From an optimization exercise on the open Yosys and OpenROAD flow, aimed at a short achievable clock period and few clock cycles; shortcuts taken in it are not production practice. Function was checked by simulation only, so behaviour that the tests miss may differ from the original. Power is estimated from default activity; no workload was simulated.

==> flow/flow/run.sh <==
#!/bin/bash
# Layout flow: the standard flow step by step, except that the ports are
# buffered with plain buffers (sky130_fd_sc_hd__buf_4) instead of the delay
# cell buffer_ports picks by default. Each step's output goes to its own log.
set -euo pipefail
export BUFFER_PORTS_ARGS="-buffer_cell sky130_fd_sc_hd__buf_4"
for step in synth floorplan place cts route finish; do
  bash standard.sh "$step" > "log_$step.txt" 2>&1
done
==> flow/standard.sh <==
#!/bin/bash
# synth_recipe.tcl (not shown) runs the flow's synth.tcl, then flattens the netlist and writes it again
# the make line also repeats each setting of config.mk as NAME=value (left out here)
make -C /OpenROAD-flow-scripts/flow DESIGN_CONFIG=/design/flow/config.mk WORK_HOME=/design/flow/orfs CLKGATE_MAP_FILE= SYNTH_SCRIPT=/design/flow/synth_recipe.tcl "${@:-finish}"
==> flow/config.mk <==
export PLATFORM = sky130hd
export DESIGN_NAME = pipelined_processor
export DESIGN_NICKNAME = pipelined_processor
export VERILOG_FILES = /design/flow/design.v
export SDC_FILE = /design/flow/constraint.sdc
export NUM_CORES = 8
export LEC_CHECK = 0
export CAP_MARGIN = 20
export CORE_MARGIN = 2
export CORE_UTILIZATION = 40
export PLACE_DENSITY = 0.6
export SETUP_SLACK_MARGIN = 5
export SLEW_MARGIN = 20
export TNS_END_PERCENT = 100
==> flow/constraint.sdc <==
create_clock -name core_clock -period 8.5 [get_ports {clk}]
set_input_delay 1.7000 -clock core_clock [delete_from_list [all_inputs] [get_ports {clk}]]
set_output_delay 1.7000 -clock core_clock [all_outputs]
set_load 0.01 [all_outputs]
==> flow/design.v <==
module pipelined_processor (
	input clk,     
	input reset,   
	output [63:0] imem_addr,
	input  [31:0] imem_rdata,
	output [63:0] dmem_addr,
	output [63:0] dmem_wdata,
	output        dmem_we,
	input  [63:0] dmem_rdata
);
	localparam OP_R  = 7'b0110011;
	localparam OP_I  = 7'b0010011;
	localparam OP_LD = 7'b0000011;
	localparam OP_ST = 7'b0100011;
	localparam OP_BR = 7'b1100011;
	localparam K_NONE = 2'd0;    
	localparam K_OWN  = 2'd1;    
	localparam K_FOLD = 2'd2;    
	reg  [61:0] pc;          
	reg  [61:0] pc_o;        
	reg         f_first;     
	reg         f_sq;        
	reg         f_recov;     
	reg         dr_valid;
	reg  [31:0] dr_inst;
	reg  [61:0] dr_pc;
	reg         dr_sq;
	reg  [1:0]  dr_kind;
	reg  [4:0]  dr_frs;           
	reg         dr_fsw, dr_fpz;    
	reg         dr_fbeq, dr_fblt;
	reg         dr_pred;      
	reg  [61:0] dr_alt;       
	reg  [1:0]  dr_pidx;
	reg  [4:0]  dr_ghr;
	reg         dr_rec;       
	reg  [31:0] d2_inst;
	reg  [1:0]  d2_kind;
	reg  [4:0]  d2_frs;
	reg         d2_fsw, d2_fpz, d2_fbeq, d2_fblt, d2_pred, d2_m;
	reg  [61:0] d2_alt;
	reg  [1:0]  d2_pidx;
	reg  [4:0]  d2_ghr;
	reg  [4:0]  dr_rs1, dr_rs2p, d2_rs1, d2_rs2p;    
	reg         use2;        
	wire        d_valid = use2 | dr_valid;
	wire [31:0] d_inst  = use2 ? d2_inst : dr_inst;
	wire [61:0] d_pc    = dr_pc;
	wire        d_sq    = ~use2 & dr_sq;
	wire [1:0]  d_kind  = use2 ? d2_kind : dr_kind;
	wire [4:0]  d_frs   = use2 ? d2_frs : dr_frs;
	wire        d_fsw   = use2 ? d2_fsw : dr_fsw;
	wire        d_fpz   = use2 ? d2_fpz : dr_fpz;
	wire        d_fbeq  = use2 ? d2_fbeq : dr_fbeq;
	wire        d_fblt  = use2 ? d2_fblt : dr_fblt;
	wire        d_pred  = use2 ? d2_pred : dr_pred;
	wire [61:0] d_alt   = use2 ? d2_alt : dr_alt;
	wire [1:0]  d_pidx  = use2 ? d2_pidx : dr_pidx;
	wire [4:0]  d_ghr   = use2 ? d2_ghr : dr_ghr;
	wire        d_rec   = ~use2 & dr_rec;
	reg         e_valid;
	reg  [63:0] e_a, e_b, e_c;     
	reg         e_la, e_lb, e_lc;  
	reg         e_sub, e_and, e_lg;
	reg         e_ld, e_st, e_wen;
	reg  [4:0]  e_rd;
	reg         e_car;             
	reg         e_br;              
	reg         e_beq, e_blt;
	reg         e_fold;            
	reg         e_fsw, e_fpz;
	reg         e_fbeq, e_fblt;
	reg         e_pred;
	reg  [1:0]  e_pidx;
	reg  [4:0]  e_ghr;
	reg  [61:0] e_ra;              
	reg         e_unk;             
	reg  [14:0] e_tlo;             
	reg  [47:0] e_hi;
	reg         e_tneg, e_hieq;
	reg         e_fp, e_flip;      
	reg         e_sok;             
	reg  [2:0]  e_sidx;
	reg  [63:0] m_res;       
	reg  [63:0] m_addr;      
	reg  [63:0] m_wdata;
	reg         m_we;
	reg         m_ld, m_wen;
	reg  [4:0]  m_rd;
	reg         m_fold;
	reg  [63:0] m_x;
	reg         m_fsw, m_fpz;
	reg         m_beq, m_blt;
	reg         m_pred;
	reg  [1:0]  m_pidx;
	reg  [4:0]  m_ghr;
	reg  [61:0] m_ra;
	reg         m_fp, m_flip;
	reg         m_sok;
	reg  [2:0]  m_sidx;
	reg         x_v, y_v;
	reg  [61:0] x_pc, y_pc;
	reg         x_sok, y_sok;
	reg  [2:0]  x_sidx, y_sidx;
	reg  [4:0]  x_ghr, y_ghr;
	reg         x_fp, y_fp;        
	reg         x_flip, y_flip;    
	reg         x_inrg, y_inrg;    
	reg         x_two, y_two;      
	reg  [4:0]  x_g1, y_g1;        
	reg  [4:0]  x_g2, y_g2;        
	reg  [4:0]  x_ghrd, y_ghrd;    
	reg  [3:0]  x_prow, y_prow;    
	reg  [63:0] rf [1:31];
	reg  [1:0]  bp [0:127];
	reg  [4:0]  ghr;
	reg  [3:0]  prow;        
	reg         u_v, u_taken, w_v, w_taken;
	reg  [6:0]  u_idx, w_idx;
	reg  [1:0]  u_old, w_old;
	reg  [47:0] rg;
	reg         in_rg;
	reg         bv   [0:15];
	reg  [9:0]  btag [0:15];
	reg  [13:0] btgt [0:15];
	reg         bunc [0:15];
	reg         bnev [0:15];
	reg         bcar [0:15];
	reg         bbeq [0:15];
	reg         bblt [0:15];
	reg  [4:0]  brs  [0:15];
	reg         bsw  [0:15];
	reg         bpz  [0:15];
	reg         l_v, l_ok, l_unc, l_nev, l_car, l_beq, l_blt;
	reg  [47:0] l_rg;
	reg  [3:0]  l_idx;
	reg  [9:0]  l_tag;
	reg  [13:0] l_tgt;
	reg  [4:0]  l_rs;
	reg         l_sw, l_pz;
	reg         l_new;                   
	reg         sv    [0:7];
	reg  [10:0] stag  [0:7];
	reg  [31:0] sword [0:7];
	reg         sfold [0:7];
	reg  [4:0]  sfrs  [0:7];
	reg         sfsw  [0:7];
	reg         sfpz  [0:7];
	reg         sfbeq [0:7];
	reg         sfblt [0:7];
	reg         spred [0:7];
	reg  [13:0] snext [0:7];
	reg  [13:0] salt  [0:7];
	reg         sseq  [0:7];
	reg         sv2    [0:7];
	reg  [31:0] sword2 [0:7];
	reg  [1:0]  skind2 [0:7];
	reg  [4:0]  sfrs2  [0:7];
	reg         sfsw2  [0:7];
	reg         sfpz2  [0:7];
	reg         sfbeq2 [0:7];
	reg         sfblt2 [0:7];
	reg         spred2 [0:7];
	reg         spush2 [0:7];
	reg  [1:0]  spidx2 [0:7];
	reg  [13:0] snext2 [0:7];
	reg  [13:0] salt2  [0:7];
	reg         sseq2  [0:7];
	reg         r2_v;        
	reg         dr_sh;       
	reg  [2:0]  dr_shidx;
	reg  [2:0]  r2_idx;
	function [1:0] cmp64(input [63:0] a, input [63:0] b);
		reg [63:0] l, e;
		integer k, w;
		begin
			l = ~a & b;
			e = ~(a ^ b);
			l[63] = a[63] & ~b[63];
			for (w = 1; w < 64; w = w * 2)
				for (k = 0; k < 64; k = k + 2 * w) begin
					l[k] = l[k + w] | (e[k + w] & l[k]);
					e[k] = e[k + w] & e[k];
				end
			cmp64 = {l[0], e[0]};
		end
	endfunction
	wire redir = x_v | y_v;      
	assign dmem_addr  = m_addr;
	assign dmem_wdata = m_wdata;
	assign dmem_we    = m_we;
	wire [63:0] m_wbdata = m_ld ? dmem_rdata : m_res;
	wire [1:0] m_cmp = cmp64(m_res, m_x);
	wire       m_xz  = (m_x == 64'd0);
	wire m_eq = m_fpz ? m_xz : m_cmp[0];
	wire m_lt = m_fpz ? (m_fsw ? (~m_x[63] & ~m_xz) : m_x[63])
	                  : (m_fsw ? m_cmp[1] : (~m_cmp[1] & ~m_cmp[0]));
	wire m_taken = (m_beq & m_eq) | (m_blt & m_lt);
	wire m_mis   = m_fold & (m_taken != m_pred);
	wire [63:0] ec = e_lc ? dmem_rdata : e_c;
	wire [63:0] e_sum = e_a + e_b + {63'd0, e_sub};
	wire [63:0] e_log = e_and ? (e_a & e_b) : (e_a | e_b);
	wire [63:0] e_res = e_lg ? e_log : e_sum;
	wire [1:0] e_cmp0 = cmp64(e_a, e_b);
	wire [1:0] e_cmpa = cmp64(dmem_rdata, e_b);
	wire [1:0] e_cmpb = cmp64(e_a, dmem_rdata);
	wire e_eq = e_la ? (e_lb | e_cmpa[0]) : e_lb ? e_cmpb[0] : e_cmp0[0];
	wire e_lt = e_la ? (~e_lb & e_cmpa[1]) : e_lb ? e_cmpb[1] : e_cmp0[1];
	wire e_taken = (e_beq & e_eq) | (e_blt & e_lt);
	wire e_ok    = ~redir & ~m_mis;                   
	wire e_mis   = e_br & e_ok & (e_taken != e_pred);
	wire [47:0] e_hi_i = e_hi + 48'd1;
	wire [47:0] e_hi_d = e_hi - 48'd1;
	wire        e_up   = e_tlo[14] & ~e_tneg;
	wire        e_dn   = e_tlo[14] & e_tneg;
	wire [61:0] e_rax  = e_unk ? {({48{e_up}} & e_hi_i) | ({48{e_dn}} & e_hi_d) | ({48{~e_tlo[14]}} & e_hi),
	                              e_tlo[13:0]} : e_ra;
	wire        x_two_n = e_sok & ~e_flip & sv2[e_sidx] & ~(m_sok & m_fold);
	wire [6:0] d_op  = d_inst[6:0];
	wire [4:0] d_rd  = d_inst[11:7];
	wire [2:0] d_f3  = d_inst[14:12];
	wire [4:0] d_rs1 = d_inst[19:15];
	wire [4:0] d_rs2 = d_inst[24:20];
	wire d_isR  = (d_op == OP_R);
	wire d_isI  = (d_op == OP_I);
	wire d_isLd = (d_op == OP_LD);
	wire d_isSt = (d_op == OP_ST);
	wire d_isBr = (d_op == OP_BR);
	wire d_own  = (d_kind == K_OWN);
	wire d_wen  = (d_isR | d_isI | d_isLd) & (d_rd != 5'd0);
	wire [63:0] d_immI = {{52{d_inst[31]}}, d_inst[31:20]};
	wire [63:0] d_immS = {{52{d_inst[31]}}, d_inst[31:25], d_inst[11:7]};
	wire        d_same = (d_rs1 == d_rs2);
	wire        d_z1 = (d_rs1 == 5'd0), d_z2 = (d_rs2 == 5'd0);
	wire        d_q1 = e_wen & (e_rd == d_rs1), d_q2 = e_wen & (e_rd == d_rs2);
	wire        d_sa = (d_z1 | d_q1) & ~d_q2;      
	wire        d_sb = (d_z2 | d_q2) & ~d_q1;      
	wire        d_car  = d_sq & e_valid & e_car & (d_sa | d_sb);
	wire        d_learn = d_valid & d_isBr & (~d_own | d_car);
	wire [14:0] d_tlo  = {1'b0, d_pc[13:0]} + {{4{d_inst[31]}}, d_inst[31], d_inst[7], d_inst[30:25], d_inst[11:9]};
	wire        d_bpred = d_own & d_pred;
	wire [2:0] d_sidx = d_alt[2:0];
	wire [2:0] d_widx = d_pc[2:0];
	wire       d_sok  = (d_own | (d_kind == K_FOLD)) & (d_alt[61:14] == rg) &
	                    sv[d_sidx] & (stag[d_sidx] == d_alt[13:3]) &
	                    (sword[d_sidx][6:0] != OP_BR) &
	                    ~(d_rec & (d_sidx == d_widx)) &   
	                    ~(r2_v & (d_sidx == r2_idx));
	wire       d_fp   = bp[{d_sidx[1:0] + 2'd1, d_ghr[3:0], ~d_pred}][1];
	wire       d_flip = sfold[d_sidx] & (d_fp != spred[d_sidx]);
	wire       d_wok  = ~(e_sok & (e_br | e_fold) & (e_sidx == d_widx)) &
	                    ~(m_sok & m_fold & (m_sidx == d_widx));
	wire       r1_ok  = ~(e_sok & (e_br | e_fold) & (e_sidx == dr_shidx)) &
	                    ~(m_sok & m_fold & (m_sidx == dr_shidx)) & sv[dr_shidx];
	wire       r2_ok  = ~(e_sok & (e_br | e_fold) & (e_sidx == r2_idx)) &
	                    ~(m_sok & m_fold & (m_sidx == r2_idx));
	wire       d_push = (d_kind == K_FOLD) | (d_own & ~((d_f3 == 3'b000) & d_same));
	wire       rg_busy = (d_valid & (d_own | (d_kind == K_FOLD))) | e_br | e_fold | m_fold | x_v | y_v;
	wire       rg_chg  = l_v & l_new & ~rg_busy;
	function [63:0] rd_reg(input [4:0] r);
		rd_reg = (r == 5'd0) ? 64'd0 : (m_wen && m_rd == r) ? m_wbdata : rf[r];
	endfunction
	wire [63:0] d_r1 = rd_reg(use2 ? d2_rs1 : dr_rs1);
	wire [63:0] d_r2 = rd_reg(use2 ? d2_rs2p : dr_rs2p);
	wire d_hit1 = e_valid & ~redir & e_wen & (e_rd == dr_rs1);
	wire d_hit2 = e_valid & ~redir & e_wen & (e_rd == dr_rs2p);
	wire        d_f1 = d_hit1 & ~e_ld, d_f2 = d_hit2 & ~e_ld;
	wire        d_sub = d_isR & d_inst[30] & (d_f3 == 3'b000);
	wire        d_bim = d_isI | d_isLd | d_isSt;                
	wire        d_fs1 = d_f1 & ~e_lg, d_fs2 = d_f2 & ~e_lg;     
	wire [63:0] d_ao  = (d_f1 & e_lg) ? e_log : d_r1;
	wire [63:0] d_co  = (d_f2 & e_lg) ? e_log : d_r2;
	wire [63:0] d_bo  = (d_isI | d_isLd) ? d_immI : d_isSt ? d_immS : d_co;
	wire [63:0] d_a   = ({64{d_fs1}} & e_sum) | ({64{~d_fs1}} & d_ao);
	wire [63:0] d_c   = ({64{d_fs2}} & e_sum) | ({64{~d_fs2}} & d_co);
	wire        d_bs  = d_fs2 & ~d_bim;
	wire [63:0] d_bn  = ({64{d_bs & ~d_sub}} & e_sum) | ({64{d_bs & d_sub}} & ~e_sum) |
	                    ({64{~d_bs}} & (d_sub ? ~d_bo : d_bo));
	wire [6:0] dr_op = dr_inst[6:0];
	wire d_stall = dr_valid & e_valid & e_ld &
	               ((d_hit1 & ((dr_op == OP_R) | (dr_op == OP_I) | (dr_op == OP_LD) | (dr_op == OP_ST))) |
	                (d_hit2 & (dr_op == OP_R)));
	assign imem_addr = {pc_o, 2'b00};
	wire [61:0] pc1 = pc + 62'd1;
	wire [61:0] pc2 = pc + 62'd2;
	wire        f_inrg  = in_rg;
	wire        f_inrg1 = f_inrg & ~(&pc[13:0]);
	wire [3:0]  i0 = pc[3:0];
	wire [3:0]  i1 = pc[3:0] + 4'd1;
	reg  [15:0] f_bm;
	integer     k;
	always @(*)
		for (k = 0; k < 16; k = k + 1)
			f_bm[k] = bv[k] & (btag[k] == pc[13:4]);
	wire        f_bm0n = bv[0] & (btag[0] == pc[13:4] + 10'd1);
	wire        h0 = f_inrg  & f_bm[i0];
	reg  [15:0] f_bm1, f_unc1, f_nev1, f_car1;
	integer     k1;
	always @(*)
		for (k1 = 0; k1 < 16; k1 = k1 + 1) begin
			f_bm1[k1]  = (k1 == 15) ? f_bm0n : f_bm[(k1 + 1) % 16];
			f_unc1[k1] = bunc[(k1 + 1) % 16];
			f_nev1[k1] = bnev[(k1 + 1) % 16];
			f_car1[k1] = bcar[(k1 + 1) % 16];
		end
	wire [3:0]  prow1 = {prow[0], prow[3:1]};
	wire        h1 = f_inrg1 & f_bm1[i0];
	wire [61:0] t0 = {pc[61:14], btgt[i0]};
	wire [61:0] t1 = {pc[61:14], btgt[i1]};
	wire        p0 = bunc[i0] | (~bnev[i0] & prow[i0[1:0]]);
	wire        p1 = f_unc1[i0] | (~f_nev1[i0] & prow1[i0[1:0]]);
	wire        j1 = h1 & f_unc1[i0];                
	wire        c1 = h1 & ~f_unc1[i0] & f_car1[i0];  
	wire        f_on  = ~redir & ~d_stall & ~f_first;
	wire        s_t0  = f_on & h0 & p0;
	wire        s_t1  = f_on & (h0 ? (~p0 & j1) : (j1 | (c1 & p1)));
	wire        s_pc2 = f_on & ~h0 & ~j1 & c1 & ~p1;
	wire        s_pc1 = f_on & (h0 ? (~p0 & ~j1) : (~j1 & ~c1));
	wire        s_hld = ~redir & (d_stall | f_first);
	wire        s_x   = x_v & ~y_v;
	wire [61:0] f_ft   = j1 ? t1 : pc1;
	wire [61:0] f_alt  = ({62{h0 & ~p0}} & t0) | ({62{(h0 & p0 & j1) | (~h0 & ~p1)}} & t1) |
	                     ({62{h0 & p0 & ~j1}} & pc1) | ({62{~h0 & p1}} & pc2);
	wire        f_seqn = h0 ? (~p0 & ~j1) : (~j1 & ~c1);   
	wire [1:0]  f_kind = h0 ? K_OWN : c1 ? K_FOLD : K_NONE;
	wire        f_bpred = h0 ? p0 : p1;
	wire        f_push = (h0 & ~bunc[i0]) | c1;
	wire        f_rec = (f_recov | (sv[pc[2:0]] & (stag[pc[2:0]] == pc[13:3]))) &
	                    f_inrg & (pc[13:1] != 13'h1fff);
	wire        rsok  = y_v ? y_sok : x_sok;
	wire        rfp   = y_v ? y_fp : x_fp;
	wire        rflip = y_v ? y_flip : x_flip;
	wire [2:0]  rsidx = y_v ? y_sidx : x_sidx;
	wire [4:0]  rghr  = y_v ? y_ghr : x_ghr;
	wire        rsh   = redir & rsok;
	wire [4:0]  ghr_rd = y_v ? y_ghrd : x_ghrd;
	wire [4:0]  x_gn = x_two_n ? (spush2[e_sidx] ? (sfold[e_sidx] ? {e_ghr[1:0], ~e_pred, e_fp, spred2[e_sidx]}
	                                                             : {e_ghr[2:0], ~e_pred, spred2[e_sidx]})
	                                            : (sfold[e_sidx] ? {e_ghr[2:0], ~e_pred, e_fp} : {e_ghr[3:0], ~e_pred})) :
	                   (e_sok & sfold[e_sidx]) ? {e_ghr[2:0], ~e_pred, e_fp} : {e_ghr[3:0], ~e_pred};
	wire        y_two_n = m_sok & ~m_flip & sv2[m_sidx];
	wire [4:0]  y_gn = y_two_n ? (spush2[m_sidx] ? (sfold[m_sidx] ? {m_ghr[1:0], ~m_pred, m_fp, spred2[m_sidx]}
	                                                             : {m_ghr[2:0], ~m_pred, spred2[m_sidx]})
	                                            : (sfold[m_sidx] ? {m_ghr[2:0], ~m_pred, m_fp} : {m_ghr[3:0], ~m_pred})) :
	                   (m_sok & sfold[m_sidx]) ? {m_ghr[2:0], ~m_pred, m_fp} : {m_ghr[3:0], ~m_pred};
	reg  [3:0]  g_x, g_y, g_p0, g_p1, g_same;
	integer     kk;
	always @(*)
		for (kk = 0; kk < 4; kk = kk + 1) begin
			g_x[kk]    = bp[{kk[1:0], x_gn}][1];
			g_y[kk]    = bp[{kk[1:0], y_gn}][1];
			g_p0[kk]   = bp[{kk[1:0], ghr[3:0], 1'b0}][1];
			g_p1[kk]   = bp[{kk[1:0], ghr[3:0], 1'b1}][1];
			g_same[kk] = bp[{kk[1:0], ghr}][1];
		end
	wire [61:0] pc_nxt  = ({62{y_v}} & y_pc) | ({62{s_x}} & x_pc) | ({62{s_hld}} & pc) |
	                      ({62{s_t0}} & t0) | ({62{s_t1}} & t1) |
	                      ({62{s_pc1}} & pc1) | ({62{s_pc2}} & pc2);
	integer i;
	always @(posedge clk) begin
		if (reset) begin
			x_v <= 1'b0;
			y_v <= 1'b0;
		end else begin
			x_v <= e_mis;
			y_v <= m_mis;
		end
		x_pc   <= (e_sok & ~e_flip & sv2[e_sidx] & ~(m_sok & m_fold)) ? {rg, snext2[e_sidx]} :
		          e_sok ? {rg, e_flip ? salt[e_sidx] : snext[e_sidx]} : e_rax;
		x_sok  <= e_sok;
		x_sidx <= e_sidx;
		x_ghr  <= {e_ghr[3:0], ~e_pred};
		x_fp   <= e_fp;
		x_flip <= e_flip;
		x_inrg <= e_sok | (e_unk ? (e_hieq & ~e_tlo[14]) : (e_ra[61:14] == rg));
		x_two  <= x_two_n;
		x_ghrd <= x_gn;
		x_prow <= g_x;
		y_ghrd <= y_gn;
		y_prow <= g_y;
		if (reset)
			use2 <= 1'b0;
		else
			use2 <= (m_mis & m_sok & ~m_flip & sv2[m_sidx]) | (e_mis & ~m_mis & x_two_n);
		x_g1   <= sfold[e_sidx] ? {e_ghr[2:0], ~e_pred, e_fp} : {e_ghr[3:0], ~e_pred};
		x_g2   <= spush2[e_sidx] ? (sfold[e_sidx] ? {e_ghr[1:0], ~e_pred, e_fp, spred2[e_sidx]}
		                                          : {e_ghr[2:0], ~e_pred, spred2[e_sidx]})
		                         : (sfold[e_sidx] ? {e_ghr[2:0], ~e_pred, e_fp} : {e_ghr[3:0], ~e_pred});
		y_pc   <= (m_sok & ~m_flip & sv2[m_sidx]) ? {rg, snext2[m_sidx]} :
		          m_sok ? {rg, m_flip ? salt[m_sidx] : snext[m_sidx]} : m_ra;
		y_sok  <= m_sok;
		y_sidx <= m_sidx;
		y_ghr  <= {m_ghr[3:0], ~m_pred};
		y_fp   <= m_fp;
		y_flip <= m_flip;
		y_inrg <= m_sok | (m_ra[61:14] == rg);
		y_two  <= m_sok & ~m_flip & sv2[m_sidx];
		y_g1   <= sfold[m_sidx] ? {m_ghr[2:0], ~m_pred, m_fp} : {m_ghr[3:0], ~m_pred};
		y_g2   <= spush2[m_sidx] ? (sfold[m_sidx] ? {m_ghr[1:0], ~m_pred, m_fp, spred2[m_sidx]}
		                                          : {m_ghr[2:0], ~m_pred, spred2[m_sidx]})
		                         : (sfold[m_sidx] ? {m_ghr[2:0], ~m_pred, m_fp} : {m_ghr[3:0], ~m_pred});
		d2_m    <= m_sok & m_fold;
		if (m_sok & m_fold) begin
			d2_inst <= sword[m_sidx];
			d2_rs1  <= sword[m_sidx][19:15];
			d2_rs2p <= sfold[m_sidx] ? sfrs[m_sidx] : sword[m_sidx][24:20];
			d2_kind <= sfold[m_sidx] ? K_FOLD : K_NONE;
			d2_frs  <= sfrs[m_sidx];
			d2_fsw  <= sfsw[m_sidx];
			d2_fpz  <= sfpz[m_sidx];
			d2_fbeq <= sfbeq[m_sidx];
			d2_fblt <= sfblt[m_sidx];
			d2_pred <= m_fp;
			d2_alt  <= {rg, salt[m_sidx]};
			d2_pidx <= m_sidx[1:0] + 2'd1;
			d2_ghr  <= {m_ghr[3:0], ~m_pred};
		end else begin
			d2_inst <= sword[e_sidx];
			d2_rs1  <= sword[e_sidx][19:15];
			d2_rs2p <= sfold[e_sidx] ? sfrs[e_sidx] : sword[e_sidx][24:20];
			d2_kind <= sfold[e_sidx] ? K_FOLD : K_NONE;
			d2_frs  <= sfrs[e_sidx];
			d2_fsw  <= sfsw[e_sidx];
			d2_fpz  <= sfpz[e_sidx];
			d2_fbeq <= sfbeq[e_sidx];
			d2_fblt <= sfblt[e_sidx];
			d2_pred <= e_fp;
			d2_alt  <= {rg, salt[e_sidx]};
			d2_pidx <= e_sidx[1:0] + 2'd1;
			d2_ghr  <= {e_ghr[3:0], ~e_pred};
		end
		if (reset)
			pc <= 62'd0;
		else
			pc <= pc_nxt;
		pc_o    <= pc_nxt;
		f_first <= reset;
		if (reset)
			in_rg <= 1'b1;
		else if (rg_chg)
			in_rg <= 1'b0;
		else if (y_v)
			in_rg <= y_inrg;
		else if (x_v)
			in_rg <= x_inrg;
		else if (s_pc1)
			in_rg <= in_rg & ~(&pc[13:0]);
		else if (s_pc2)
			in_rg <= in_rg & (pc[13:1] != 13'h1fff);
		if (reset || (redir && !rsok))
			f_sq <= 1'b0;
		else if (use2)
			f_sq <= sseq2[rsidx];
		else if (redir)
			f_sq <= sseq[rsidx];
		else if (f_on)
			f_sq <= f_seqn;
		if (reset || (redir && !rsok) || f_first)
			dr_valid <= 1'b0;
		else if (!d_stall || redir)
			dr_valid <= 1'b1;
		if (use2) begin
			dr_inst <= sword2[rsidx];
			dr_rs1  <= sword2[rsidx][19:15];
			dr_rs2p <= (skind2[rsidx] == K_FOLD) ? sfrs2[rsidx] : sword2[rsidx][24:20];
			dr_kind <= skind2[rsidx];
			dr_sq   <= 1'b0;
			dr_rec  <= 1'b0;
			dr_pc   <= {rg, snext[rsidx]};
			dr_pred <= spred2[rsidx];
			dr_alt  <= {rg, salt2[rsidx]};
			dr_pidx <= spidx2[rsidx];
			dr_ghr  <= y_v ? y_g1 : x_g1;
			dr_frs  <= sfrs2[rsidx];
			dr_fsw  <= sfsw2[rsidx];
			dr_fpz  <= sfpz2[rsidx];
			dr_fbeq <= sfbeq2[rsidx];
			dr_fblt <= sfblt2[rsidx];
		end else if (rsh) begin
			dr_inst <= sword[rsidx];
			dr_rs1  <= sword[rsidx][19:15];
			dr_rs2p <= sfold[rsidx] ? sfrs[rsidx] : sword[rsidx][24:20];
			dr_kind <= sfold[rsidx] ? K_FOLD : K_NONE;
			dr_sq   <= 1'b0;
			dr_rec  <= 1'b0;
			dr_pred <= rfp;
			dr_alt  <= {rg, rflip ? snext[rsidx] : salt[rsidx]};
			dr_pidx <= rsidx[1:0] + 2'd1;
			dr_ghr  <= rghr;
			dr_frs  <= sfrs[rsidx];
			dr_fsw  <= sfsw[rsidx];
			dr_fpz  <= sfpz[rsidx];
			dr_fbeq <= sfbeq[rsidx];
			dr_fblt <= sfblt[rsidx];
		end else if (!d_stall) begin
			dr_inst <= imem_rdata;
			dr_rs1  <= imem_rdata[19:15];
			dr_rs2p <= (f_kind == K_FOLD) ? brs[i1] : imem_rdata[24:20];
			dr_kind <= f_kind;
			dr_sq   <= f_sq;
			dr_rec  <= f_rec;
			dr_pc   <= pc;
			dr_pred <= f_bpred;
			dr_alt  <= f_alt;
			dr_pidx <= h0 ? i0[1:0] : i1[1:0];
			dr_ghr  <= ghr;
			dr_frs  <= brs[i1];
			dr_fsw  <= bsw[i1];
			dr_fpz  <= bpz[i1];
			dr_fbeq <= bbeq[i1];
			dr_fblt <= bblt[i1];
		end
		if (reset)
			f_recov <= 1'b0;
		else
			f_recov <= redir & ~rsok;
		if (reset || rg_chg) begin
			for (i = 0; i < 8; i = i + 1)
				sv[i] <= 1'b0;
		end else if (rsh && !use2 && rflip) begin
			spred[rsidx] <= rfp;
			snext[rsidx] <= salt[rsidx];
			salt[rsidx]  <= snext[rsidx];
			sv2[rsidx]   <= 1'b0;
		end else if (l_v && l_ok) begin
			sv[l_idx[2:0] - 1'b1] <= 1'b0;
		end else if (d_valid && d_rec && !redir && d_wok) begin
			sv[d_pc[2:0]]    <= 1'b1;
			if (!(sv[d_pc[2:0]] && stag[d_pc[2:0]] == d_pc[13:3] && snext[d_pc[2:0]] == pc[13:0]))
				sv2[d_pc[2:0]] <= 1'b0;
			stag[d_pc[2:0]]  <= d_pc[13:3];
			sword[d_pc[2:0]] <= d_inst;
			sfold[d_pc[2:0]] <= d_kind == K_FOLD;
			sfrs[d_pc[2:0]]  <= d_frs;
			sfsw[d_pc[2:0]]  <= d_fsw;
			sfpz[d_pc[2:0]]  <= d_fpz;
			sfbeq[d_pc[2:0]] <= d_fbeq;
			sfblt[d_pc[2:0]] <= d_fblt;
			spred[d_pc[2:0]] <= d_pred;
			snext[d_pc[2:0]] <= pc[13:0];
			salt[d_pc[2:0]]  <= d_alt[13:0];
			sseq[d_pc[2:0]]  <= f_sq;
		end
		if (reset)
			r2_v <= 1'b0;
		else
			r2_v <= (d_valid & d_rec & ~redir & d_wok & ~rg_chg & ~(l_v & l_ok) & f_on) |
			        (d_valid & dr_sh & ~redir & r1_ok & ~rg_chg & ~(l_v & l_ok) & f_on);
		r2_idx <= dr_sh ? dr_shidx : d_pc[2:0];
		if (reset || (redir && !rsh) || use2)
			dr_sh <= 1'b0;
		else if (rsh)
			dr_sh <= 1'b1;
		else if (!d_stall)
			dr_sh <= 1'b0;
		if (rsh)
			dr_shidx <= rsidx;
		if (r2_v && d_valid && !redir && r2_ok && !rg_chg && !(l_v && l_ok) &&
		    !(d_rec && d_pc[2:0] == r2_idx)) begin
			sv2[r2_idx]    <= 1'b1;
			sword2[r2_idx] <= d_inst;
			skind2[r2_idx] <= d_kind;
			sfrs2[r2_idx]  <= d_frs;
			sfsw2[r2_idx]  <= d_fsw;
			sfpz2[r2_idx]  <= d_fpz;
			sfbeq2[r2_idx] <= d_fbeq;
			sfblt2[r2_idx] <= d_fblt;
			spred2[r2_idx] <= d_pred;
			spush2[r2_idx] <= d_push;
			spidx2[r2_idx] <= d_pidx;
			snext2[r2_idx] <= pc[13:0];
			salt2[r2_idx]  <= d_alt[13:0];
			sseq2[r2_idx]  <= f_sq;
		end
		if (reset)
			l_v <= 1'b0;
		else
			l_v <= d_learn;
		l_ok   <= ~d_tlo[14];
		l_rg   <= d_pc[61:14];
		l_new  <= (d_pc[61:14] != rg) | rg_chg;
		l_idx  <= d_pc[3:0];
		l_tag  <= d_pc[13:4];
		l_tgt  <= d_tlo[13:0];
		l_unc  <= (d_f3 == 3'b000) & d_same;
		l_nev  <= (d_f3 == 3'b100) & d_same;
		l_car  <= d_car;
		l_beq  <= (d_f3 == 3'b000);
		l_blt  <= (d_f3 == 3'b100);
		l_rs   <= d_sa ? d_rs2 : d_rs1;
		l_sw   <= d_sa;
		l_pz   <= d_sa ? d_z1 : d_z2;
		if (reset) begin
			rg <= 48'd0;
			for (i = 0; i < 16; i = i + 1)
				bv[i] <= 1'b0;
		end else if (l_v && (!l_new || rg_chg)) begin
			if (l_new) begin
				rg <= l_rg;
				for (i = 0; i < 16; i = i + 1)
					bv[i] <= 1'b0;
			end
			if (l_ok) begin
				bv[l_idx]   <= 1'b1;
				btag[l_idx] <= l_tag;
				btgt[l_idx] <= l_tgt;
				bunc[l_idx] <= l_unc;
				bnev[l_idx] <= l_nev;
				bcar[l_idx] <= l_car;
				bbeq[l_idx] <= l_beq;
				bblt[l_idx] <= l_blt;
				brs[l_idx]  <= l_rs;
				bsw[l_idx]  <= l_sw;
				bpz[l_idx]  <= l_pz;
			end
		end
		if (reset)
			ghr <= 5'd0;
		else if (redir)
			ghr <= ghr_rd;
		else if (f_on && f_push)
			ghr <= {ghr[3:0], f_bpred};
		if (reset)
			prow <= 4'b1111;
		else if (redir)
			prow <= y_v ? y_prow : x_prow;
		else if (f_on && f_push)
			prow <= f_bpred ? g_p1 : g_p0;
		else
			prow <= g_same;
		if (reset || (redir && !use2) || d_stall) begin
			e_valid <= 1'b0;
			e_br    <= 1'b0;
			e_fold  <= 1'b0;
		end else begin
			e_valid <= d_valid;
			e_br    <= d_valid & d_isBr;
			e_fold  <= d_valid & (d_kind == K_FOLD);
		end
		e_a  <= d_a;
		e_b  <= d_bn;
		e_c  <= d_c;
		e_la <= d_hit1 & e_ld;
		e_lb <= d_hit2 & e_ld & d_isBr;
		e_lc <= d_hit2 & e_ld;
		e_sub <= d_sub;
		e_and <= (d_isR | d_isI) & (d_f3 == 3'b111);
		e_lg  <= (d_isR | d_isI) & ((d_f3 == 3'b111) | (d_f3 == 3'b110));
		e_ld  <= d_isLd;
		e_st  <= d_isSt;
		e_wen <= d_wen;
		e_rd  <= d_rd;
		e_car <= ~d_isBr & ~d_isLd & ~d_isR & ~d_isSt & (d_kind != K_FOLD);
		e_beq <= d_f3 == 3'b000;
		e_blt <= d_f3 == 3'b100;
		e_fsw <= d_fsw;
		e_fpz <= d_fpz;
		e_fbeq <= d_fbeq;
		e_fblt <= d_fblt;
		e_pred <= d_isBr ? d_bpred : d_pred;
		e_pidx <= d_isBr ? d_pc[1:0] : d_pidx;
		e_ghr  <= d_ghr;
		e_sok  <= d_sok;
		e_fp   <= d_fp;
		e_flip <= d_flip;
		e_sidx <= d_sidx;
		e_ra   <= d_alt;
		e_unk  <= d_isBr & ~d_own;
		e_tlo  <= d_tlo;
		e_hi   <= d_pc[61:14];
		e_tneg <= d_inst[31];
		e_hieq <= d_pc[61:14] == rg;
		m_res <= e_res;
		m_addr  <= e_sum;
		m_wdata <= ec;
		if (reset) begin
			m_we   <= 1'b0;
			m_wen  <= 1'b0;
			m_fold <= 1'b0;
		end else begin
			m_we   <= e_valid & e_ok & e_st;
			m_wen  <= e_valid & e_ok & e_wen;
			m_fold <= e_fold & e_ok;
		end
		m_ld  <= e_ld;
		m_rd  <= e_rd;
		m_x   <= e_fold ? ec : 64'd0;
		m_fsw <= e_fsw;
		m_fpz <= e_fpz;
		m_beq <= e_fbeq;
		m_blt <= e_fblt;
		m_pred <= e_pred;
		m_pidx <= e_pidx;
		m_ghr  <= e_ghr;
		m_ra   <= e_ra;
		m_sok  <= e_sok;
		m_fp   <= e_fp;
		m_flip <= e_flip;
		m_sidx <= e_sidx;
		if (m_wen)
			rf[m_rd] <= m_wbdata;
		if (reset) begin
			u_v <= 1'b0;
			w_v <= 1'b0;
		end else begin
			u_v <= e_br & e_ok;
			w_v <= m_fold;
		end
		u_taken <= e_taken;
		u_idx   <= {e_pidx, e_ghr};
		u_old   <= bp[{e_pidx, e_ghr}];
		w_taken <= m_taken;
		w_idx   <= {m_pidx, m_ghr};
		w_old   <= bp[{m_pidx, m_ghr}];
		if (reset) begin
			for (i = 0; i < 128; i = i + 1)
				bp[i] <= 2'b10;
		end else begin
			if (w_v)
				bp[w_idx] <= w_taken ? (w_old == 2'b11 ? 2'b11 : w_old + 2'b01)
				                     : (w_old == 2'b00 ? 2'b00 : w_old - 2'b01);
			if (u_v)
				bp[u_idx] <= u_taken ? (u_old == 2'b11 ? 2'b11 : u_old + 2'b01)
				                     : (u_old == 2'b00 ? 2'b00 : u_old - 2'b01);
		end
	end
endmodule
==> results.py, run 1 <==
metrics = {
    "synth": {
        "yosysUniqueCellTypes": 105,
        "yosysTopAreaCellShare_pct": 46.9,
        "synth_area_mm2": 0.274,
        "synth_compound_area_share_pct": 9.27,
        "ys.flop_type": "edfxtp_1",
        "synthMuxAreaShare_pct": 13.1,
        "yosysSeqAreaShare_pct": 56.0,
        "synth_edf_count": 4279,
        "synthAdderAreaFrac_pct": 1.89,
        "synth_top_family_by_area": "simple AND/OR/NAND/NOR gates",
        "yosys.area.top_type": "edfxtp_1",
        "netlist_instances": 23600,
        "yosys-top-cells-area": "edfxtp_1 47%, mux4_2 10%, dfxtp_1 9.1%",
        "avgSynthCellArea_um2": 11.6,
        "synth-xor-area-share_pct": 2.11,
        "async_reset_ff_share_pct": 0,
        "yosys.area_share.simple_pct": 14.3,
        "ys_warn_count": 1,
        "synth_seq_cells": 5528,
    },
    "sta": {
        "rsz0062_at_grt": "yes",
        "timing.final.ws_setup_ns": 4.45,
        "layout_min_cycle_time_ns": 4.05,
        "worst_hold_slack_ns": 0.267,
        "hold_violations": 0,
        "worst_pin_slew_ns": 1.32,
        "setup_violations": 0,
        "relSlewSlack_pct": 11.5,
        "finClkSkew_ns": 0.117,
        "period_share_pct": 47.6,
        "setup_tns_ns": 0,
        "fmax_ghz": 0.247,
        "slew_viol_final": 0,
    },
    "cts": {
        "htreeDepth": 6,
        "cts.sinks": 5528,
        "worstSkewPairLatency_ns": 1.20,
        "root_buffer": "clkbuf_16",
        "cts_tree": "done",
        "clk_pin_slew_worst_paths_ns": 0.07,
        "cts_buffers": 604,
        "cts_buffer_depth": 4,
    },
    "final_layout": {
        "layout_common_cells": "4674 x nand2_1, 4279 x edfxtp_1, 1708 x nand3_1",
        "instances_no_fill": 34300,
        "fin_nets": 25200,
        "final_common_cell": "nand2_1",
        "syn2layout_area_growth_pct": 24.6,
        "drive_above_1_share_pct": 26.6,
    },
    "routing": {
        "vias": 230000,
        "drc_errors": 0,
        "ant_nets": 0,
        "first_pass_iters": 12,
        "wl_per_cell_um": 36.3,
        "totalWireLength_um": 1240000,
        "first_iter_violations": 38900,
        "viasPerCell": 6.70,
    },
    "placed_design": {
        "pre_cts_ws_ns": 2.77,
        "dp.cells": 31600,
        "dp_hpwl_um": 670000,
        "place.gp.congestion": 0.987,
        "io_buffers": 288,
    },
    "setup_path": {
        "reg2reg_slack_ns": 4.45,
        "cp_max_fo": 7,
        "critPathKind": "flip-flop to flip-flop",
        "arrival_ns": 5.07,
        "reg2reg_from": "use2$_SDFF_PP0_",
        "cp-startpoint": "use2$_SDFF_PP0_",
        "startpoint_type": "flip-flop",
        "required_ns": 9.53,
        "cp-end-kind": "flip-flop",
    },
    "power_and_ir_drop": {
        "powerDensity_mw_per_mm2": 265,
        "power.total_w": 0.0905,
        "power.leakage_nw": 121,
        "ir_drop_mv": 0.398,
    },
    "grt": {
        "use_met1_pct": 41.4,
        "grt_pass1_vias": 211000,
        "gr-usage-met2_pct": 48.9,
        "grt_max_degree": 131,
        "antenna_found_initial": 74,
        "grt_pass1_wl_um": 1640000,
        "grtUsageTotal_pct": 33.1,
        "grt.busiest_layer": "met2",
        "grt_overflow_total": 0,
        "grt_use_met3_pct": 9.14,
    },
    "worst_hold_path": {
        "min_from": "e_fpz$_DFF_P_",
        "timing.hold.worst.class": "flip-flop to flip-flop",
    },
    "floorplanning": {
        "fp-row-count": 304,
        "ioPinCount": 291,
        "initial_core_util_pct": 40.1,
        "dieHeight_um": 832,
        "dieArea_mm2": 0.692,
        "core_mm2": 0.684,
        "die_width_um": 832,
    },
    "flow_run": {
        "timing.max_cap.violations": 0,
    },
    "status": {
        "status": "finished clean",
    },
}
==> worst paths after layout <==
check / end / cells after the start
max reg2reg: e_b[52]$_DFF_P_ / 18
max: e_b[52]$_DFF_P_ / 18
min reg2reg: m_fpz$_DFF_P_ / 0
min: m_fpz$_DFF_P_ / 0
==> layer usage <==
metal | up-vias | wire, um
met4 | 66 | 122000
met5 | - | 526
met3 | 5044 | 183000
met1 | 113000 | 416000
li1 | 91000 | -
met2 | 20100 | 523000
==> logic make-up (layout without fill, tap and decap cells) <==
kind of cell             Yosys count  count (layout)
other                              1              37
AND/OR/NAND/NOR                 8894            8905
flip-flops                      5528            5528
XOR/XNOR                         657             657
buffers and inverters           2346            3905
adder cells (fa/ha/maj)          413             413
AO/OA/AOI/OAI                   3767            3770
multiplexers                    1993            2010
==> where the power goes <==
part	switching (W)	internal, W
Combinational	0.0184	0.0111
Sequential	0.00161	0.0324
Clock	0.0118	0.0152
==> state kept, by name (all words and copies together) (netlist names), 64 cells and up, named ones only <==
signal and cells:
bp 256, brs 80, btag 160, btgt 224, e_a 64, e_b 64, e_c 64, m_addr 64
m_res 64, m_wdata 64, m_x 64, rf 1984, salt 112, salt2 112, snext 112, snext2 112
stag 88, sword 256, sword2 256
==> worst max-delay path, cell delays in order (launching register included) <==
cell	delay, ns
dfxtp_4	0.35
buf_6	0.12
buf_12	0.14
buf_12	0.13
mux2_8	0.31
buf_12	0.12
buf_16	0.13
buf_16	0.21
buf_12	0.14
buf_16	0.16
buf_12	0.19
mux4_2	0.51
nand2_1	0.08
nand3_1	0.14
a31oi_2	0.43
o21ai_0	0.15
a21oi_1	0.27
a221o_1	0.20
o21ai_0	0.09
==> stage by stage <==
stage	cell area (um2)	utilization, %
after CTS	329000	48.1
after floorplan	274000	-
after global routing	342000	49.9
after global placement	287000	41.9
after detailed placement	287000	42.0
final	342000	49.9
==> cell type report <==
type	count	area, um2
flip-flops and latches	5528	154000
multi-input cells	15800	124000
clock inverters	288	3300
repair inverters	10	121
well taps	9027	11300
repair buffers	2253	29700
fillers	58200	342000
inverters	522	2210
clock buffers	832	16700
diodes	35	87.6
==> Yosys cell counts, types with 328 or more instances <==
cell type and instances:
a311oi_1 600, dfxtp_1 1249, nor2_1 866, o21ai_0 565
inv_1 510, mux4_2 1241, xnor2_1 467, nand2_1 4831
a21oi_1 960, mux2i_1 424, edfxtp_1 4279, nand3_1 1790
ha_1 409, clkbuf_1 1350, mux2_2 328
==> what timing repair did <==
action,4_1_cts,5_1_grt
cloned,209,120
hold buffers,0,0
setup buffers,671,459
setup endpoints to repair,3775,2312
resized for setup,2127,1338
pin swaps,514,755
Testbench counts, summed over its fixed seeds: cycles 20,939.
==> run 2, diff against run 1 <==
--- a/flow/design.v
+++ b/flow/design.v
@@ -42,7 +42,8 @@
 	reg  [1:0]  d2_pidx;
 	reg  [4:0]  d2_ghr;
 	reg  [4:0]  dr_rs1, dr_rs2p, d2_rs1, d2_rs2p;    
-	reg         use2;        
+	reg         u2x, u2y;    
+	wire        use2 = y_v ? u2y : u2x;    
 	wire        d_valid = use2 | dr_valid;
 	wire [31:0] d_inst  = use2 ? d2_inst : dr_inst;
 	wire [61:0] d_pc    = dr_pc;
@@ -188,7 +189,9 @@
 	wire redir = x_v | y_v;      
 	assign dmem_addr  = m_addr;
 	assign dmem_wdata = m_wdata;
-	assign dmem_we    = m_we;
+	assign dmem_we    = m_we & ~y_v;
+	wire   m_wv       = m_wen & ~y_v;
+	wire   m_fv       = m_fold & ~y_v;
 	wire [63:0] m_wbdata = m_ld ? dmem_rdata : m_res;
 	wire [1:0] m_cmp = cmp64(m_res, m_x);
 	wire       m_xz  = (m_x == 64'd0);
@@ -196,7 +199,7 @@
 	wire m_lt = m_fpz ? (m_fsw ? (~m_x[63] & ~m_xz) : m_x[63])
 	                  : (m_fsw ? m_cmp[1] : (~m_cmp[1] & ~m_cmp[0]));
 	wire m_taken = (m_beq & m_eq) | (m_blt & m_lt);
-	wire m_mis   = m_fold & (m_taken != m_pred);
+	wire m_mis   = m_fv & (m_taken != m_pred);
 	wire [63:0] ec = e_lc ? dmem_rdata : e_c;
 	wire [63:0] e_sum = e_a + e_b + {63'd0, e_sub};
 	wire [63:0] e_log = e_and ? (e_a & e_b) : (e_a | e_b);
@@ -207,7 +210,7 @@
 	wire e_eq = e_la ? (e_lb | e_cmpa[0]) : e_lb ? e_cmpb[0] : e_cmp0[0];
 	wire e_lt = e_la ? (~e_lb & e_cmpa[1]) : e_lb ? e_cmpb[1] : e_cmp0[1];
 	wire e_taken = (e_beq & e_eq) | (e_blt & e_lt);
-	wire e_ok    = ~redir & ~m_mis;                   
+	wire e_ok    = ~redir;      
 	wire e_mis   = e_br & e_ok & (e_taken != e_pred);
 	wire [47:0] e_hi_i = e_hi + 48'd1;
 	wire [47:0] e_hi_d = e_hi - 48'd1;
@@ -258,7 +261,7 @@
 	wire       rg_busy = (d_valid & (d_own | (d_kind == K_FOLD))) | e_br | e_fold | m_fold | x_v | y_v;
 	wire       rg_chg  = l_v & l_new & ~rg_busy;
 	function [63:0] rd_reg(input [4:0] r);
-		rd_reg = (r == 5'd0) ? 64'd0 : (m_wen && m_rd == r) ? m_wbdata : rf[r];
+		rd_reg = (r == 5'd0) ? 64'd0 : (m_wv && m_rd == r) ? m_wbdata : rf[r];
 	endfunction
 	wire [63:0] d_r1 = rd_reg(use2 ? d2_rs1 : dr_rs1);
 	wire [63:0] d_r2 = rd_reg(use2 ? d2_rs2p : dr_rs2p);
@@ -378,10 +381,13 @@
 		x_prow <= g_x;
 		y_ghrd <= y_gn;
 		y_prow <= g_y;
-		if (reset)
-			use2 <= 1'b0;
-		else
-			use2 <= (m_mis & m_sok & ~m_flip & sv2[m_sidx]) | (e_mis & ~m_mis & x_two_n);
+		if (reset) begin
+			u2x <= 1'b0;
+			u2y <= 1'b0;
+		end else begin
+			u2x <= e_mis & x_two_n;
+			u2y <= m_sok & ~m_flip & sv2[m_sidx];
+		end
 		x_g1   <= sfold[e_sidx] ? {e_ghr[2:0], ~e_pred, e_fp} : {e_ghr[3:0], ~e_pred};
 		x_g2   <= spush2[e_sidx] ? (sfold[e_sidx] ? {e_ghr[1:0], ~e_pred, e_fp, spred2[e_sidx]}
 		                                          : {e_ghr[2:0], ~e_pred, spred2[e_sidx]})
@@ -697,14 +703,14 @@
 		m_fp   <= e_fp;
 		m_flip <= e_flip;
 		m_sidx <= e_sidx;
-		if (m_wen)
+		if (m_wv)
 			rf[m_rd] <= m_wbdata;
 		if (reset) begin
 			u_v <= 1'b0;
 			w_v <= 1'b0;
 		end else begin
 			u_v <= e_br & e_ok;
-			w_v <= m_fold;
+			w_v <= m_fv;
 		end
 		u_taken <= e_taken;
 		u_idx   <= {e_pidx, e_ghr};
@@ -719,7 +725,7 @@
 			if (w_v)
 				bp[w_idx] <= w_taken ? (w_old == 2'b11 ? 2'b11 : w_old + 2'b01)
 				                     : (w_old == 2'b00 ? 2'b00 : w_old - 2'b01);
-			if (u_v)
+			if (u_v && !y_v)
 				bp[u_idx] <= u_taken ? (u_old == 2'b11 ? 2'b11 : u_old + 2'b01)
 				                     : (u_old == 2'b00 ? 2'b00 : u_old - 2'b01);
 		end
==> run 2 against run 1 <==
  * Now fails the layout checks on max-capacitance violations, max-slew violations
  * First-iteration DRC count up 17%
  * Sequential cell count grew 1
  * Global-route usage grew 2.6 points
  * Routed wire length increased by 8.1%
  * Setup slack got worse by 0.37 ns
  * Critical path depth down 5
  * Clock-buffer cell count decreased by 5
  * Die area is 0.13% lower
  * Fmax decreased by 8.4%
==> results.py, run 2 <==
metrics = {
    "cts": {
        "cts_buffer_depth": 4,
        "cts_tree": "done",
        "worstSkewPairLatency_ns": 1.21,
        "root_buffer": "clkbuf_16",
        "postCtsHoldBufs": 0,
        "clk_pin_slew_worst_paths_ns": 0.07,
        "cts_buffers": 595,
        "htreeDepth": 6,
        "cts.sinks": 5529,
    },
    "setup_path": {
        "crit_top_cell": "buf_6",
        "crit_chain": "mux2_8 > buf_6 > buf_6 > buf_16 > nand2_4 > and2_4 > inv_1 > buf_4 > and3_1 > a31oi_1 > xor2_2 > nand3_1 > o21ai_1",
        "cp_slowest_cell": "a31oi_1",
        "arrival_ns": 5.48,
        "cp-end-kind": "flip-flop",
        "critPathMaxStageDelay_ns": 1.36,
        "cp_max_fo": 38,
        "reg2reg_slack_ns": 4.09,
        "startpoint_type": "flip-flop",
        "required_ns": 9.56,
        "critPathKind": "flip-flop to flip-flop",
    },
    "floorplanning": {
        "dieArea_mm2": 0.691,
        "fp-row-count": 303,
        "core_mm2": 0.681,
        "ioPinCount": 291,
        "initial_core_util_pct": 40.2,
        "die_width_um": 831,
        "dieHeight_um": 831,
    },
    "synth": {
        "yosysSeqAreaShare_pct": 56.1,
        "avgSynthCellArea_um2": 11.7,
        "synth_area_mm2": 0.274,
        "yosysTopAreaCellShare_pct": 46.9,
        "ys.flop_type": "edfxtp_1",
        "netlist_instances": 23500,
        "async_reset_ff_share_pct": 0,
        "ys_warn_count": 1,
        "yosys.area.top_type": "edfxtp_1",
        "synth_seq_cells": 5529,
        "yosys-top-cells-area": "edfxtp_1 47%, mux4_2 11%, dfxtp_1 9.1%",
        "synth.most_common_cell": "nand2_1",
        "synth_edf_count": 4279,
        "ys_top_cells_by_count": "4928 x nand2_1, 4279 x edfxtp_1, 1458 x nand3_1, 1305 x mux4_2, 1250 x dfxtp_1",
        "yosysUniqueCellTypes": 108,
    },
    "placed_design": {
        "place.gp.congestion": 0.993,
        "io_buffers": 288,
        "pre_cts_ws_ns": 2.50,
        "dp_hpwl_um": 667000,
    },
    "worst_hold_path": {
        "timing.hold.worst.class": "flip-flop to flip-flop",
    },
    "final_layout": {
        "syn2layout_area_growth_pct": 30.0,
        "layout_common_cells": "4707 x nand2_1, 4279 x edfxtp_1, 1353 x buf_4",
        "top_register": "rf",
        "largest_register_ffs": 1984,
        "final_util_pct": 52.3,
        "fin_nets": 25800,
        "final_common_cell": "nand2_1",
        "drive_above_1_share_pct": 29.3,
    },
    "grt": {
        "grt_pass1_wl_um": 1750000,
        "grtUsageTotal_pct": 35.7,
        "grt_pass1_vias": 218000,
        "antenna_found_initial": 122,
        "grt_overflow_total": 0,
        "grt_max_degree": 93,
    },
    "power_and_ir_drop": {
        "ir_drop_mv": 0.257,
        "powerDensity_mw_per_mm2": 214,
        "power.leakage_nw": 127,
    },
    "sta": {
        "fmax_ghz": 0.227,
        "period_share_pct": 51.9,
        "worst_pin_slew_ns": 1.92,
        "finClkSkew_ns": 0.113,
        "timing.final.ws_setup_ns": 4.09,
        "worst_hold_slack_ns": 0.336,
        "layout_min_cycle_time_ns": 4.41,
        "setup_violations": 0,
        "hold_violations": 0,
        "relSlewSlack_pct": -28.8,
        "slew_viol_final": 4,
        "rsz0062_at_grt": "yes",
        "setup_tns_ns": 0,
    },
    "routing": {
        "first_pass_iters": 14,
        "drc_errors": 0,
        "first_iter_violations": 45400,
        "ant_nets": 0,
        "wl_per_cell_um": 38.6,
        "vias": 240000,
        "viasPerCell": 6.88,
        "totalWireLength_um": 1350000,
    },
    "status": {
        "status": "failed layout checks",
        "violatedChecks": "max-capacitance violations, max-slew violations",
    },
    "flow_run": {
        "timing.max_cap.violations": 2,
    },
}
[run 2: worst max-delay path: cells and delay by family (launching register included)]
kind	cells	cell delay, ns
buffers and inverters	5	1.07
DFF	1	0.40
and+or+nand+nor	4	0.77
muxes	1	0.42
AOI/OAI and AO/OA	2	1.45
xor gates and xnor gates	1	0.15
[run 2: final timing paths]
kind / start / end / cells past startpoint
worst max-delay path: y_v$_SDFF_PP0_ / e_flip$_DFF_P_ / 13
worst min-delay path: e_fpz$_DFF_P_ / m_fpz$_DFF_P_ / 0
worst max register to register: y_v$_SDFF_PP0_ / e_flip$_DFF_P_ / 13
worst min register to register: e_fpz$_DFF_P_ / m_fpz$_DFF_P_ / 0
[run 2: power by group]
group	total [W]	switching (W)	internal (W)
logic	0.0176	0.0115	0.00608
clock network	0.0266	0.0118	0.0148
registers	0.0322	0.000679	0.0315
[run 2: timing repair]
action,in CTS,in global routing
pin swaps,750,749
setup buffers,1048,561
endpoints found under the hold margin,0,0
gates resized for setup,3116,1462
setup endpoints to repair,5111,3147
cloned,422,140
[run 2: per-stage QoR]
step	cell area (um2)	power (W)	instances
2_1_floorplan	274000	0.0401	23500
3_3_place_gp	286000	0.0454	31500
3_5_place_dp	286000	0.0455	31500
4_1_cts	341000	0.0750	34000
5_1_grt	356000	0.0776	34800
6_report	356000	0.0763	34800
[run 2: final cells by class]
class                           instances  area [um2]
Antenna cell                           88         220
Clock buffer                          827       16600
Clock inverter                        277        2880
Fill cell                           55100      325000
Inverter                              560        2390
Multi-Input combinational cell      15600      125000
Sequential cell                      5529      154000
Tap cell                             8997       11300
Timing Repair Buffer                 2970       43500
Timing Repair inverter                 15         209
[run 2: cells by family (layout without fill, tap and decap cells)]
group	count (synthesis)	count (layout)	share of synthesized area (%)
AND/OR/NAND/NOR	8651	8667	13.7
adder cells (fa/ha/maj)	414	414	1.90
other	1	90	0.00137
XOR/XNOR	688	688	2.20
flip-flops	5529	5529	56.1
buffers and inverters	2382	4649	3.52
multiplexers	1947	1957	13.2
AO/OA/AOI/OAI	3849	3849	9.40
[run 2: routing by layer]
metal | share of wire (%) | wire (um) | global-route usage (%)
met5 | 0.071 | 960 | 0.0827
met4 | 12 | 155000 | 29.9
met3 | 16 | 220000 | 12.6
met2 | 41 | 546000 | 51.4
met1 | 32 | 424000 | 42.8
Testbench counts of run 2, summed over its fixed seeds: cycles 20,939.
==> run 3, diff against run 2 <==
--- a/flow/design.v
+++ b/flow/design.v
@@ -194,7 +194,7 @@
 	wire   m_fv       = m_fold & ~y_v;
 	wire [63:0] m_wbdata = m_ld ? dmem_rdata : m_res;
 	wire [1:0] m_cmp = cmp64(m_res, m_x);
-	wire       m_xz  = (m_x == 64'd0);
+	reg        m_xz;                   
 	wire m_eq = m_fpz ? m_xz : m_cmp[0];
 	wire m_lt = m_fpz ? (m_fsw ? (~m_x[63] & ~m_xz) : m_x[63])
 	                  : (m_fsw ? m_cmp[1] : (~m_cmp[1] & ~m_cmp[0]));
@@ -691,6 +691,7 @@
 		m_ld  <= e_ld;
 		m_rd  <= e_rd;
 		m_x   <= e_fold ? ec : 64'd0;
+		m_xz  <= ~e_fold | (ec == 64'd0);
 		m_fsw <= e_fsw;
 		m_fpz <= e_fpz;
 		m_beq <= e_fbeq;
==> run 3 against run 2 <==
  * Now clean on timing, DRC and antenna
  * Cell count is 7.0% higher
  * Sequential power increased by 6%
  * Die area rose by 0.93%
  * Routed wire length is 7.3% higher
  * Core utilization up 0.68 points
  * Fmax is 0.97% higher
  * Register-to-register slack gained 0.04 ns
  * Critical endpoint is now pc[3]$_SDFF_PP0_
  * Largest power group unchanged
==> results.py, run 3 <==
metrics = {
    "power_and_ir_drop": {
        "p_int_w": 0.0588,
        "switching_share_pct": 35.8,
        "powerDensity_mw_per_mm2": 251,
        "pwr-share-clk_pct": 30.4,
        "p_comb_share_pct": 32.5,
        "p_seq_share_pct": 37.1,
        "power.leakage_nw": 132,
        "p_sw_w": 0.0327,
        "ir_drop_mv": 0.258,
    },
    "cts": {
        "cts_buffers": 617,
        "cts_buffer_depth": 4,
        "cts_tree": "done",
        "root_buffer": "clkbuf_16",
        "htreeDepth": 6,
        "worstSkewPairLatency_ns": 1.18,
        "postCtsHoldBufs": 0,
        "clk_pin_slew_worst_paths_ns": 0.06,
        "cts.sinks": 5530,
    },
    "grt": {
        "antenna_found_initial": 173,
        "grtUsageTotal_pct": 37.9,
        "grt_overflow_total": 0,
        "grt_max_degree": 140,
        "grt_pass1_vias": 230000,
        "grt_pass1_wl_um": 1870000,
    },
    "worst_hold_path": {
        "timing.hold.worst.class": "flip-flop to flip-flop",
        "holdPathStages": 0,
    },
    "floorplanning": {
        "dieArea_mm2": 0.697,
        "dieHeight_um": 835,
        "ioPinCount": 291,
        "core_mm2": 0.689,
        "die_width_um": 835,
        "fp-row-count": 305,
        "initial_core_util_pct": 40.1,
    },
    "placed_design": {
        "postPlaceCellArea_mm2": 0.290,
        "dp_hpwl_um": 726000,
        "dp.cells": 33600,
        "io_buffers": 288,
        "place.gp.congestion": 1.01,
    },
    "synth": {
        "yosys-top-cells-area": "edfxtp_1 47%, dfxtp_1 9.1%, nand2_1 8.2%",
        "ys.flop_type": "edfxtp_1",
        "netlist_instances": 25500,
        "yosysUniqueCellTypes": 102,
        "synth.most_common_cell": "nand2_1",
        "async_reset_ff_share_pct": 0,
        "avgSynthCellArea_um2": 10.8,
        "yosys.area.top_type": "edfxtp_1",
        "ys_top_cells_by_count": "6010 x nand2_1, 4279 x edfxtp_1, 2134 x nand3_1, 1492 x clkbuf_1, 1251 x dfxtp_1",
        "synth_edf_count": 4279,
        "yosysTopAreaCellShare_pct": 46.5,
        "synth_seq_cells": 5530,
        "yosysSeqAreaShare_pct": 55.6,
        "synth_area_mm2": 0.276,
        "ys_warn_count": 1,
    },
    "final_layout": {
        "top_register": "rf",
        "nFillCells": 56500,
        "multiInputGateArea_mm2": 0.129,
        "final_common_cell": "nand2_1",
        "syn2layout_area_growth_pct": 32.0,
        "drive_above_1_share_pct": 27.4,
        "fin_nets": 27800,
        "design_area_mm2": 0.365,
        "layout_common_cells": "5754 x nand2_1, 4279 x edfxtp_1, 2030 x nand3_1",
        "seq_area_mm2": 0.154,
        "instances_no_fill": 37300,
        "largest_register_ffs": 1984,
    },
    "sta": {
        "setup_violations": 0,
        "setup_tns_ns": 0,
        "hold_violations": 0,
        "period_share_pct": 51.4,
        "layout_min_cycle_time_ns": 4.37,
        "relSlewSlack_pct": 7.52,
        "worst_pin_slew_ns": 1.36,
        "worst_hold_slack_ns": 0.332,
        "fmax_ghz": 0.229,
        "rsz0062_at_grt": "yes",
        "slew_viol_final": 0,
        "finClkSkew_ns": 0.0725,
    },
    "routing": {
        "viasPerCell": 6.85,
        "first_pass_iters": 20,
        "ant_nets": 0,
        "first_iter_violations": 49700,
        "totalWireLength_um": 1440000,
        "drc_errors": 0,
        "wl_per_cell_um": 38.8,
        "vias": 255000,
    },
    "setup_path": {
        "cp-endpoint": "pc[3]$_SDFF_PP0_",
        "cp_slowest_cell": "or4_4",
        "startpoint_type": "flip-flop",
        "path_depth": 15,
        "crit_top_cell": "buf_4",
        "critPathMaxStageDelay_ns": 0.59,
        "required_ns": 9.57,
        "cp_num_buf_inv": 6,
        "cp-end-kind": "flip-flop",
        "reg2reg_from": "pc[0]$_SDFF_PP0_",
        "rr_worst_depth": 15,
        "cp-startpoint": "pc[0]$_SDFF_PP0_",
        "reg2reg_slack_ns": 4.13,
        "critPathKind": "flip-flop to flip-flop",
        "worstReg2RegEnd": "pc[3]$_SDFF_PP0_",
        "arrival_ns": 5.44,
        "crit_chain": "buf_12 > buf_4 > mux4_2 > mux4_2 > buf_4 > nor2b_1 > o21ai_4 > or4_4 > buf_6 > buf_12 > nand2_8 > buf_4 > a21oi_2 > o221ai_2 > nor2b_1",
        "cp_max_fo": 6,
        "crit_family": "simple AND/OR/NAND/NOR gates",
    },
    "status": {
        "status": "finished clean",
    },
    "flow_run": {
        "timing.max_cap.violations": 0,
    },
}
## run 3: worst min-delay path by stage
| stage | startpoint | end | slack [ns] |
|---|---|---|---|
| floorplan | e_fbeq$_DFF_P_ | m_beq$_DFF_P_ | 0.31 |
| global placement | e_fpz$_DFF_P_ | m_fpz$_DFF_P_ | 0.32 |
| detailed placement | e_fblt$_DFF_P_ | m_blt$_DFF_P_ | 0.32 |
| CTS | e_fblt$_DFF_P_ | m_blt$_DFF_P_ | 0.34 |
| global route | e_fpz$_DFF_P_ | m_fpz$_DFF_P_ | 0.34 |
| finish | e_fblt$_DFF_P_ | m_blt$_DFF_P_ | 0.33 |
## run 3: metrics by stage
step,total power (W),worst slack [ns],util (%)
2_1_floorplan,0.0463,2.64,-
3_3_place_gp,0.0553,2.40,42.1
3_5_place_dp,0.0554,2.68,42.1
4_1_cts,0.0877,4.48,50.6
5_1_grt,0.0928,4.16,52.9
6_report,0.0915,4.13,52.9
## run 3: power by group through the flow
stage / combinational (W) / clock [W] / sequential [W]
4_1_cts: 0.0263 / 0.0275 / 0.0339
3_5_place_dp: 0.0209 / 0 / 0.0345
3_3_place_gp: 0.0207 / 0 / 0.0345
5_1_grt: 0.0301 / 0.0287 / 0.0340
2_1_floorplan: 0.0127 / 0 / 0.0336
6_report: 0.0297 / 0.0278 / 0.0340
## run 3: logic make-up (layout without fill, tap and decap cells)
group / count (synthesis) / count (layout) / share of synthesized area (%)
other: 1 / 223 / 0.00136
adder cells (fa/ha/maj): 413 / 413 / 1.88
flip-flops: 5530 / 5530 / 55.6
multiplexers: 1687 / 1699 / 10.3
XOR/XNOR: 634 / 634 / 2.02
AO/OA/AOI/OAI: 4064 / 4065 / 9.97
AND/OR/NAND/NOR: 10600 / 10600 / 16.7
buffers and inverters: 2574 / 4901 / 3.59
## run 3: layout make-up
class                           instances  share of cell area [%]
Antenna cell                          221                   0.152
Clock buffer                          843                    4.69
Clock inverter                        298                   0.960
Inverter                              601                   0.695
Multi-Input combinational cell      17400                    35.3
Sequential cell                      5530                    42.2
Tap cell                             9210                    3.16
Timing Repair Buffer                 3146                    12.8
Timing Repair inverter                 13                  0.0405
## run 3: metal layers
layer,GRT usage [%],wire [um],up-vias,part of all wire (%)
li1,-,-,98400,-
met1,44.8,456000,123000,32
met2,53.8,579000,25400,40
met3,14.6,237000,7996,16
met4,32.8,170000,104,12
met5,0.157,1390,-,0.096
## run 3: timing repair
action | in CTS | in global routing
setup buffers | 1190 | 515
pin swaps | 863 | 895
setup endpoints to repair | 5269 | 2381
gates cloned | 425 | 151
resized for setup | 3507 | 1554
## run 3: worst register-to-register path, cell delays in order, from the launching register on
cell      delay (ns)
dfxtp_4         0.36
buf_12          0.14
buf_4           0.13
mux4_2          0.49
mux4_2          0.57
buf_4           0.22
nor2b_1         0.54
o21ai_4         0.21
or4_4           0.59
buf_6           0.15
buf_12          0.14
nand2_8         0.15
buf_4           0.15
a21oi_2         0.05
o221ai_2        0.24
nor2b_1         0.18
Testbench counts of run 3, summed over its fixed seeds: cycles 20,939.

separate check: timing with driven ports:
How much do the figures lean on ideal ports? The routed layouts below were timed once more, with nothing changed but the port constraints. Step 1 (the two cells are an assumption about what drives the block):
set clk [get_ports {clk}]
set_driving_cell -lib_cell sky130_fd_sc_hd__clkbuf_16 $clk
set_driving_cell -lib_cell sky130_fd_sc_hd__buf_2 [delete_from_list [all_inputs] $clk]
Step 2, shift: input delay + t, output delay - t, t = (earliest + latest rising clock arrival at the registers) / 2. This alone moves slack from input paths to output paths. a / b / c = ideal / step 1 / step 2; a / b = the first two.
run | t, ns | setup WS [ns] | pins driven straight from the clock port
run 1 | 1.281 | 4.455 / 4.455 / 3.750 | 1
run 2 | 1.309 | 4.085 / 4.085 / 3.459 | 1
run 3 | 1.307 | 4.128 / 4.128 / 3.297 | 1
For run 3, which loses most, drivers alone change the setup slack by 0.000 ns; drivers and shift together by -0.831 ns.
